Source: an optimization exercise on an open RTL-to-GDS flow (aim: small area and a short achievable clock period). Production flows keep margins and buffers that such runs may drop. At most, simulation tests tie the RTL to the original design; equivalence was not proved.

==> wip/umber <==
## systolic_2x2
module systolic_2x2 #(parameter DATA_TYPE = 3'b011) (
    input clk,
    input rst,
    input load_in,
    input [31:0] row_in_row0, row_in_row1,
    input [31:0] col_in_col0, col_in_col1,
    output [63:0] result_row00, result_row01, result_row10, result_row11,
    output carry_00, carry_01, carry_10, carry_11,
    output reg done,
    output reg valid_op
);
    wire [31:0] pe00_row_out, pe00_col_out;
    wire [31:0] pe01_row_out, pe01_col_out;
    wire [31:0] pe10_row_out, pe10_col_out;
    wire [31:0] pe11_row_out, pe11_col_out;
    wire [64:0] pe00_result, pe01_result, pe10_result, pe11_result;
    reg  [19:0] vld;
    reg         pe_done;
    wire pe00_done = pe_done, pe01_done = pe_done, pe10_done = pe_done, pe11_done = pe_done;
    always @(posedge clk) begin
        if (rst) begin
            vld     <= 20'b0;
            pe_done <= 1'b0;
        end else begin
            vld     <= {vld[18:0], load_in};
            pe_done <= vld[19] & ~load_in;
        end
    end
    pe #(.HOLD_A(1), .HOLD_B(1)) pe00 (.clk(clk), .rst(rst), .load_in(load_in), .mul_done(vld[19]),
        .row_in(row_in_row0), .col_in(col_in_col0),
        .row_out(pe00_row_out), .col_out(pe00_col_out), .pe_result(pe00_result));
    pe #(.HOLD_A(0), .HOLD_B(1)) pe01 (.clk(clk), .rst(rst), .load_in(load_in), .mul_done(vld[19]),
        .row_in(pe00_row_out), .col_in(col_in_col1),
  ...
==> module systolic_2x2, before the edit <==
module systolic_2x2 #(parameter DATA_TYPE = 3'b011) (
    input clk,
    input rst,
    input load_in,
    input [31:0] row_in_row0, row_in_row1,
    input [31:0] col_in_col0, col_in_col1,
    output [63:0] result_row00, result_row01, result_row10, result_row11,
    output carry_00, carry_01, carry_10, carry_11,
    output reg done,
    output reg valid_op
);
    wire [31:0] pe00_row_out, pe00_col_out;
    wire [31:0] pe01_row_out, pe01_col_out;
    wire [31:0] pe10_row_out, pe10_col_out;
    wire [31:0] pe11_row_out, pe11_col_out;
    wire [64:0] pe00_result, pe01_result, pe10_result, pe11_result;
    reg  [19:0] vld;
    reg         pe_done;
    wire pe00_done = pe_done, pe01_done = pe_done, pe10_done = pe_done, pe11_done = pe_done;
    always @(posedge clk) begin
        if (rst) begin
            vld     <= 20'b0;
            pe_done <= 1'b0;
        end else begin
            vld     <= {vld[18:0], load_in};
            pe_done <= vld[19] & ~load_in;
        end
    end
    pe #(.HOLD_A(1), .HOLD_B(1)) pe00 (.clk(clk), .rst(rst), .load_in(load_in), .mul_done(vld[19]),
        .row_in(row_in_row0), .col_in(col_in_col0),
        .row_out(pe00_row_out), .col_out(pe00_col_out), .pe_result(pe00_result));
    pe #(.HOLD_A(0), .HOLD_B(1)) pe01 (.clk(clk), .rst(rst), .load_in(load_in), .mul_done(vld[19]),
        .row_in(pe00_row_out), .col_in(col_in_col1),
        .row_out(pe01_row_out), .col_out(pe01_col_out), .pe_result(pe01_result));
    pe #(.HOLD_A(1), .HOLD_B(0)) pe10 (.clk(clk), .rst(rst), .load_in(load_in), .mul_done(vld[19]),
        .row_in(row_in_row1), .col_in(pe00_col_out),
        .row_out(pe10_row_out), .col_out(pe10_col_out), .pe_result(pe10_result));
    pe #(.HOLD_A(0), .HOLD_B(0)) pe11 (.clk(clk), .rst(rst), .load_in(load_in), .mul_done(vld[19]),
        .row_in(pe10_row_out), .col_in(pe01_col_out),
        .row_out(pe11_row_out), .col_out(pe11_col_out), .pe_result(pe11_result));
    assign {carry_00, result_row00} = pe00_result;
    assign {carry_01, result_row01} = pe01_result;
    assign {carry_10, result_row10} = pe10_result;
    assign {carry_11, result_row11} = pe11_result;
    reg done00, done01, done10, done11;
    reg [2:0] count;
    always @(posedge clk) begin
        if (rst) begin
            done     <= 1'b0;
            done00   <= 1'b0;
            done01   <= 1'b0;
            done10   <= 1'b0;
            done11   <= 1'b0;
            count    <= 3'b0;
            valid_op <= 1'b0;
        end else begin
            done   <= done00 & done01 & done10 & done11 & ~done;
            done00 <= pe00_done | (done00 & ~done);
            done01 <= pe10_done | (done01 & ~done);
            done10 <= pe10_done | (done10 & ~done);
            done11 <= pe11_done | (done11 & ~done);
            if (pe11_done) begin
                count    <= count + 3'b1;
                valid_op <= 1'b0;
            end else if (count == 3'b100) begin
                valid_op <= 1'b1;
                count    <= 3'b000;
            end else begin
                valid_op <= 1'b0;
            end
        end
    end
endmodule
==> module pe, before the edit <==
module pe #(parameter HOLD_A = 1, parameter HOLD_B = 1) (
    input             clk,
    input             rst,
    input             load_in,
    input             mul_done,
    input      [31:0] row_in,
    input      [31:0] col_in,
    output reg [31:0] col_out,
    output reg [31:0] row_out,
    output reg [64:0] pe_result
);
    reg  [31:0] a_in_reg, b_in_reg;
    wire [63:0] product, product_n;
    wire [65:0] sum;
    mul32_pipe mul (.clk(clk), .a(a_in_reg), .b(b_in_reg), .p(product), .pn(product_n));
    pfx_add65 acc_add (.x(pe_result), .y({1'b0, product}), .y2({1'b1, product_n}), .s(sum));
    wire acc_en = mul_done & ~load_in;
    always @(posedge clk) begin
        if (!HOLD_A || load_in) a_in_reg <= row_in;
        if (!HOLD_B || load_in) b_in_reg <= col_in;
    end
    always @(posedge clk) begin
        if (rst) begin
            pe_result <= 65'b0;
            row_out   <= 32'b0;
            col_out   <= 32'b0;
        end else if (acc_en) begin
            pe_result <= sum[64:0];
            row_out   <= a_in_reg;
            col_out   <= b_in_reg;
        end
    end
endmodule
==> flow/config.mk <==
export PLATFORM = sky130hd
export DESIGN_NAME = systolic_2x2
export DESIGN_NICKNAME = systolic_2x2
export VERILOG_FILES = /design/flow/design.v
export SDC_FILE = /design/flow/constraint.sdc
export NUM_CORES = 8
export LEC_CHECK = 0
export CAP_MARGIN = 20
export CELL_PAD_IN_SITES_DETAIL_PLACEMENT = 1
export CORE_MARGIN = 2
export CORE_UTILIZATION = 50
export CTS_CLUSTER_DIAMETER = 70
export CTS_CLUSTER_SIZE = 24
export PLACE_DENSITY = 0.62
export SETUP_SLACK_MARGIN = 2.2
export SLEW_MARGIN = 20
export SYNTH_HIERARCHICAL = 1
==> flow/constraint.sdc <==
create_clock -name core_clock -period 5.0 [get_ports {clk}]
set_input_delay 1.0000 -clock core_clock [delete_from_list [all_inputs] [get_ports {clk}]]
set_output_delay 1.0000 -clock core_clock [all_outputs]
set_load 0.01 [all_outputs]
standard.sh (not shown) runs the stock make flow with config.mk's settings and CLKGATE_MAP_FILE= SYNTH_SCRIPT=/design/flow/synth_recipe.tcl, a recipe that flattens the netlist after the stock synthesis.
==> flow/flow/run.sh <==
#!/bin/bash
# Own layout flow: the standard flow, except that synthesis maps the prefix
# adder modules (pfx_add*) with a delay-oriented ABC script. Everything else,
# including the registers, is exactly the standard synthesis.
set -euo pipefail
W=$(pwd)
F=$W/flow
# same make call as standard.sh, with our synthesis script in place of synth_recipe.tcl
sed "s#SYNTH_SCRIPT=[^ ]*synth_recipe.tcl#SYNTH_SCRIPT=$W/my_synth.tcl#" standard.sh > my_standard.sh
grep -q "SYNTH_SCRIPT=$W/my_synth.tcl" my_standard.sh
sed "s#@FLOW_SYNTH@#$W/synth_recipe.tcl#" $F/my_synth.tcl.in > $W/my_synth.tcl
export MY_ABC_SCRIPT=$F/adder.abc
export MY_ABC_MODS="pfx_add*"
bash my_standard.sh synth > $W/synth.log 2>&1
bash standard.sh finish > $W/layout.log 2>&1
test -f out/final.def
==> flow/flow/adder.abc <==
strash
dch
map -D 1600
buffer -c
topo
upsize -c
dnsize -c
==> flow/flow/my_synth.tcl.in <==
# synth_recipe.tcl, with ABC run first on the adder modules with another script
proc abc {args} {
  set i [lsearch -exact $args -script]
  set fast $args
  lset fast [expr {$i + 1}] $::env(MY_ABC_SCRIPT)
  puts "own flow: abc with $::env(MY_ABC_SCRIPT) on $::env(MY_ABC_MODS)"
  yosys abc {*}$fast {*}$::env(MY_ABC_MODS)
  yosys abc {*}$args
}
source @FLOW_SYNTH@
==> wip/indigo: changes against wip/umber <==
--- a/flow/design.v
+++ b/flow/design.v
@@ -15,30 +15,19 @@
     wire [31:0] pe10_row_out, pe10_col_out;
     wire [31:0] pe11_row_out, pe11_col_out;
     wire [64:0] pe00_result, pe01_result, pe10_result, pe11_result;
-    reg  [19:0] vld;
-    reg         pe_done;
-    wire pe00_done = pe_done, pe01_done = pe_done, pe10_done = pe_done, pe11_done = pe_done;
-    always @(posedge clk) begin
-        if (rst) begin
-            vld     <= 20'b0;
-            pe_done <= 1'b0;
-        end else begin
-            vld     <= {vld[18:0], load_in};
-            pe_done <= vld[19] & ~load_in;
-        end
-    end
-    pe #(.HOLD_A(1), .HOLD_B(1)) pe00 (.clk(clk), .rst(rst), .load_in(load_in), .mul_done(vld[19]),
+    wire pe00_done, pe01_done, pe10_done, pe11_done;
+    pe #(.HOLD_A(1), .HOLD_B(1)) pe00 (.clk(clk), .rst(rst), .load_in(load_in),
         .row_in(row_in_row0), .col_in(col_in_col0),
-        .row_out(pe00_row_out), .col_out(pe00_col_out), .pe_result(pe00_result));
-    pe #(.HOLD_A(0), .HOLD_B(1)) pe01 (.clk(clk), .rst(rst), .load_in(load_in), .mul_done(vld[19]),
+        .row_out(pe00_row_out), .col_out(pe00_col_out), .pe_result(pe00_result), .done_pe(pe00_done));
+    pe #(.HOLD_A(0), .HOLD_B(1)) pe01 (.clk(clk), .rst(rst), .load_in(load_in),
         .row_in(pe00_row_out), .col_in(col_in_col1),
-        .row_out(pe01_row_out), .col_out(pe01_col_out), .pe_result(pe01_result));
-    pe #(.HOLD_A(1), .HOLD_B(0)) pe10 (.clk(clk), .rst(rst), .load_in(load_in), .mul_done(vld[19]),
+        .row_out(pe01_row_out), .col_out(pe01_col_out), .pe_result(pe01_result), .done_pe(pe01_done));
+    pe #(.HOLD_A(1), .HOLD_B(0)) pe10 (.clk(clk), .rst(rst), .load_in(load_in),
         .row_in(row_in_row1), .col_in(pe00_col_out),
-        .row_out(pe10_row_out), .col_out(pe10_col_out), .pe_result(pe10_result));
-    pe #(.HOLD_A(0), .HOLD_B(0)) pe11 (.clk(clk), .rst(rst), .load_in(load_in), .mul_done(vld[19]),
+        .row_out(pe10_row_out), .col_out(pe10_col_out), .pe_result(pe10_result), .done_pe(pe10_done));
+    pe #(.HOLD_A(0), .HOLD_B(0)) pe11 (.clk(clk), .rst(rst), .load_in(load_in),
         .row_in(pe10_row_out), .col_in(pe01_col_out),
-        .row_out(pe11_row_out), .col_out(pe11_col_out), .pe_result(pe11_result));
+        .row_out(pe11_row_out), .col_out(pe11_col_out), .pe_result(pe11_result), .done_pe(pe11_done));
     assign {carry_00, result_row00} = pe00_result;
     assign {carry_01, result_row01} = pe01_result;
     assign {carry_10, result_row10} = pe10_result;
@@ -76,32 +65,39 @@
     input             clk,
     input             rst,
     input             load_in,
-    input             mul_done,
     input      [31:0] row_in,
     input      [31:0] col_in,
     output reg [31:0] col_out,
     output reg [31:0] row_out,
-    output reg [64:0] pe_result
+    output reg [64:0] pe_result,
+    output reg        done_pe
 );
     reg  [31:0] a_in_reg, b_in_reg;
+    reg  [19:0] vld;             
     wire [63:0] product, product_n;
     wire [65:0] sum;
     mul32_pipe mul (.clk(clk), .a(a_in_reg), .b(b_in_reg), .p(product), .pn(product_n));
     pfx_add65 acc_add (.x(pe_result), .y({1'b0, product}), .y2({1'b1, product_n}), .s(sum));
-    wire acc_en = mul_done & ~load_in;
+    wire acc_en = vld[19] & ~load_in;
     always @(posedge clk) begin
         if (!HOLD_A || load_in) a_in_reg <= row_in;
         if (!HOLD_B || load_in) b_in_reg <= col_in;
     end
     always @(posedge clk) begin
         if (rst) begin
+            vld       <= 20'b0;
             pe_result <= 65'b0;
             row_out   <= 32'b0;
             col_out   <= 32'b0;
-        end else if (acc_en) begin
-            pe_result <= sum[64:0];
-            row_out   <= a_in_reg;
-            col_out   <= b_in_reg;
+            done_pe   <= 1'b0;
+        end else begin
+            vld     <= {vld[18:0], load_in};
+            done_pe <= acc_en;
+            if (acc_en) begin
+                pe_result <= sum[64:0];
+                row_out   <= a_in_reg;
+                col_out   <= b_in_reg;
+            end
         end
     end
 endmodule
--- a/flow/config.mk
+++ b/flow/config.mk
@@ -8,10 +8,8 @@
 export CAP_MARGIN = 20
 export CELL_PAD_IN_SITES_DETAIL_PLACEMENT = 1
 export CORE_MARGIN = 2
-export CORE_UTILIZATION = 50
-export CTS_CLUSTER_DIAMETER = 70
-export CTS_CLUSTER_SIZE = 24
-export PLACE_DENSITY = 0.62
+export CORE_UTILIZATION = 35
+export PLACE_DENSITY = 0.5
 export SETUP_SLACK_MARGIN = 2.2
 export SLEW_MARGIN = 20
 export SYNTH_HIERARCHICAL = 1
==> wip/harbor: changes against wip/umber <==
--- a/flow/design.v
+++ b/flow/design.v
@@ -15,30 +15,19 @@
     wire [31:0] pe10_row_out, pe10_col_out;
     wire [31:0] pe11_row_out, pe11_col_out;
     wire [64:0] pe00_result, pe01_result, pe10_result, pe11_result;
-    reg  [19:0] vld;
-    reg         pe_done;
-    wire pe00_done = pe_done, pe01_done = pe_done, pe10_done = pe_done, pe11_done = pe_done;
-    always @(posedge clk) begin
-        if (rst) begin
-            vld     <= 20'b0;
-            pe_done <= 1'b0;
-        end else begin
-            vld     <= {vld[18:0], load_in};
-            pe_done <= vld[19] & ~load_in;
-        end
-    end
-    pe #(.HOLD_A(1), .HOLD_B(1)) pe00 (.clk(clk), .rst(rst), .load_in(load_in), .mul_done(vld[19]),
+    wire pe00_done, pe01_done, pe10_done, pe11_done;
+    pe #(.HOLD_A(1), .HOLD_B(1)) pe00 (.clk(clk), .rst(rst), .load_in(load_in),
         .row_in(row_in_row0), .col_in(col_in_col0),
-        .row_out(pe00_row_out), .col_out(pe00_col_out), .pe_result(pe00_result));
-    pe #(.HOLD_A(0), .HOLD_B(1)) pe01 (.clk(clk), .rst(rst), .load_in(load_in), .mul_done(vld[19]),
+        .row_out(pe00_row_out), .col_out(pe00_col_out), .pe_result(pe00_result), .done_pe(pe00_done));
+    pe #(.HOLD_A(0), .HOLD_B(1)) pe01 (.clk(clk), .rst(rst), .load_in(load_in),
         .row_in(pe00_row_out), .col_in(col_in_col1),
-        .row_out(pe01_row_out), .col_out(pe01_col_out), .pe_result(pe01_result));
-    pe #(.HOLD_A(1), .HOLD_B(0)) pe10 (.clk(clk), .rst(rst), .load_in(load_in), .mul_done(vld[19]),
+        .row_out(pe01_row_out), .col_out(pe01_col_out), .pe_result(pe01_result), .done_pe(pe01_done));
+    pe #(.HOLD_A(1), .HOLD_B(0)) pe10 (.clk(clk), .rst(rst), .load_in(load_in),
         .row_in(row_in_row1), .col_in(pe00_col_out),
-        .row_out(pe10_row_out), .col_out(pe10_col_out), .pe_result(pe10_result));
-    pe #(.HOLD_A(0), .HOLD_B(0)) pe11 (.clk(clk), .rst(rst), .load_in(load_in), .mul_done(vld[19]),
+        .row_out(pe10_row_out), .col_out(pe10_col_out), .pe_result(pe10_result), .done_pe(pe10_done));
+    pe #(.HOLD_A(0), .HOLD_B(0)) pe11 (.clk(clk), .rst(rst), .load_in(load_in),
         .row_in(pe10_row_out), .col_in(pe01_col_out),
-        .row_out(pe11_row_out), .col_out(pe11_col_out), .pe_result(pe11_result));
+        .row_out(pe11_row_out), .col_out(pe11_col_out), .pe_result(pe11_result), .done_pe(pe11_done));
     assign {carry_00, result_row00} = pe00_result;
     assign {carry_01, result_row01} = pe01_result;
     assign {carry_10, result_row10} = pe10_result;
@@ -76,32 +65,39 @@
     input             clk,
     input             rst,
     input             load_in,
-    input             mul_done,
     input      [31:0] row_in,
     input      [31:0] col_in,
     output reg [31:0] col_out,
     output reg [31:0] row_out,
-    output reg [64:0] pe_result
+    output reg [64:0] pe_result,
+    output reg        done_pe
 );
     reg  [31:0] a_in_reg, b_in_reg;
+    reg  [19:0] vld;             
     wire [63:0] product, product_n;
     wire [65:0] sum;
     mul32_pipe mul (.clk(clk), .a(a_in_reg), .b(b_in_reg), .p(product), .pn(product_n));
     pfx_add65 acc_add (.x(pe_result), .y({1'b0, product}), .y2({1'b1, product_n}), .s(sum));
-    wire acc_en = mul_done & ~load_in;
+    wire acc_en = vld[19] & ~load_in;
     always @(posedge clk) begin
         if (!HOLD_A || load_in) a_in_reg <= row_in;
         if (!HOLD_B || load_in) b_in_reg <= col_in;
     end
     always @(posedge clk) begin
         if (rst) begin
+            vld       <= 20'b0;
             pe_result <= 65'b0;
             row_out   <= 32'b0;
             col_out   <= 32'b0;
-        end else if (acc_en) begin
-            pe_result <= sum[64:0];
-            row_out   <= a_in_reg;
-            col_out   <= b_in_reg;
+            done_pe   <= 1'b0;
+        end else begin
+            vld     <= {vld[18:0], load_in};
+            done_pe <= acc_en;
+            if (acc_en) begin
+                pe_result <= sum[64:0];
+                row_out   <= a_in_reg;
+                col_out   <= b_in_reg;
+            end
         end
     end
 endmodule
--- a/flow/config.mk
+++ b/flow/config.mk
@@ -8,10 +8,10 @@
 export CAP_MARGIN = 20
 export CELL_PAD_IN_SITES_DETAIL_PLACEMENT = 1
 export CORE_MARGIN = 2
-export CORE_UTILIZATION = 50
+export CORE_UTILIZATION = 35
 export CTS_CLUSTER_DIAMETER = 70
 export CTS_CLUSTER_SIZE = 24
-export PLACE_DENSITY = 0.62
+export PLACE_DENSITY = 0.5
 export SETUP_SLACK_MARGIN = 2.2
 export SLEW_MARGIN = 20
 export SYNTH_HIERARCHICAL = 1
==> notes <==
Wire length: wip/umber is lower than wip/indigo (about 7%).
Against wip/umber, the die area of wip/indigo is larger by about 43%.
Between wip/umber and wip/harbor, the lower critical path depth is in wip/harbor (gap 1).
In wip/umber the non-clock buffer count is lower than in wip/indigo, by 117.
Against wip/harbor, the via count of wip/umber is larger by 1.2%.
The lowest global-route usage belongs to wip/harbor, the highest to wip/umber.
In synthesized cell count, wip/harbor and wip/indigo do not differ.
Of wip/harbor and wip/indigo, wip/indigo has the higher worst setup slack (gap 14 ps).
Of wip/harbor and wip/umber, wip/harbor has the higher design area (gap about 2.7%, measured against wip/umber).
For wip/umber, only the layout was checked, not whether the RTL still works.

[afterwards: timing with drivers on the ports]
The flow's constraints put no driver on any port. The routed layouts listed below were extracted and timed again, unchanged, in two steps.
Step 1, drivers: a clkbuf_16 drives clk and a buf_2 each remaining input, both assumed.
Step 2 moves the port delays by t, midway between the first and last clock arrival at a register: inputs arrive t later, outputs are due t later. That takes back most of the time a late clock gives input paths.
Three values: no drivers, after step 1, after step 2; two values: the first two.
run	shift t [ns]	setup slack, ns	hold WS [ns]	clock arrival spread, ns	pins driven straight from the clock port
wip/umber	1.153	2.116 / 2.116 / 1.918	0.285 / 0.285 / 0.285	0.113 / 0.113	1
wip/indigo	1.234	2.179 / 2.111 / 1.886	0.281 / 0.281 / 0.281	0.091 / 0.090	1
wip/harbor	1.193	2.165 / 2.144 / 1.896	0.283 / 0.283 / 0.283	0.092 / 0.092	1
After both steps setup and hold are still met in every run listed. The setup slack of wip/indigo, which loses most, moves by -0.068 ns with the drivers and by -0.293 ns with both steps.
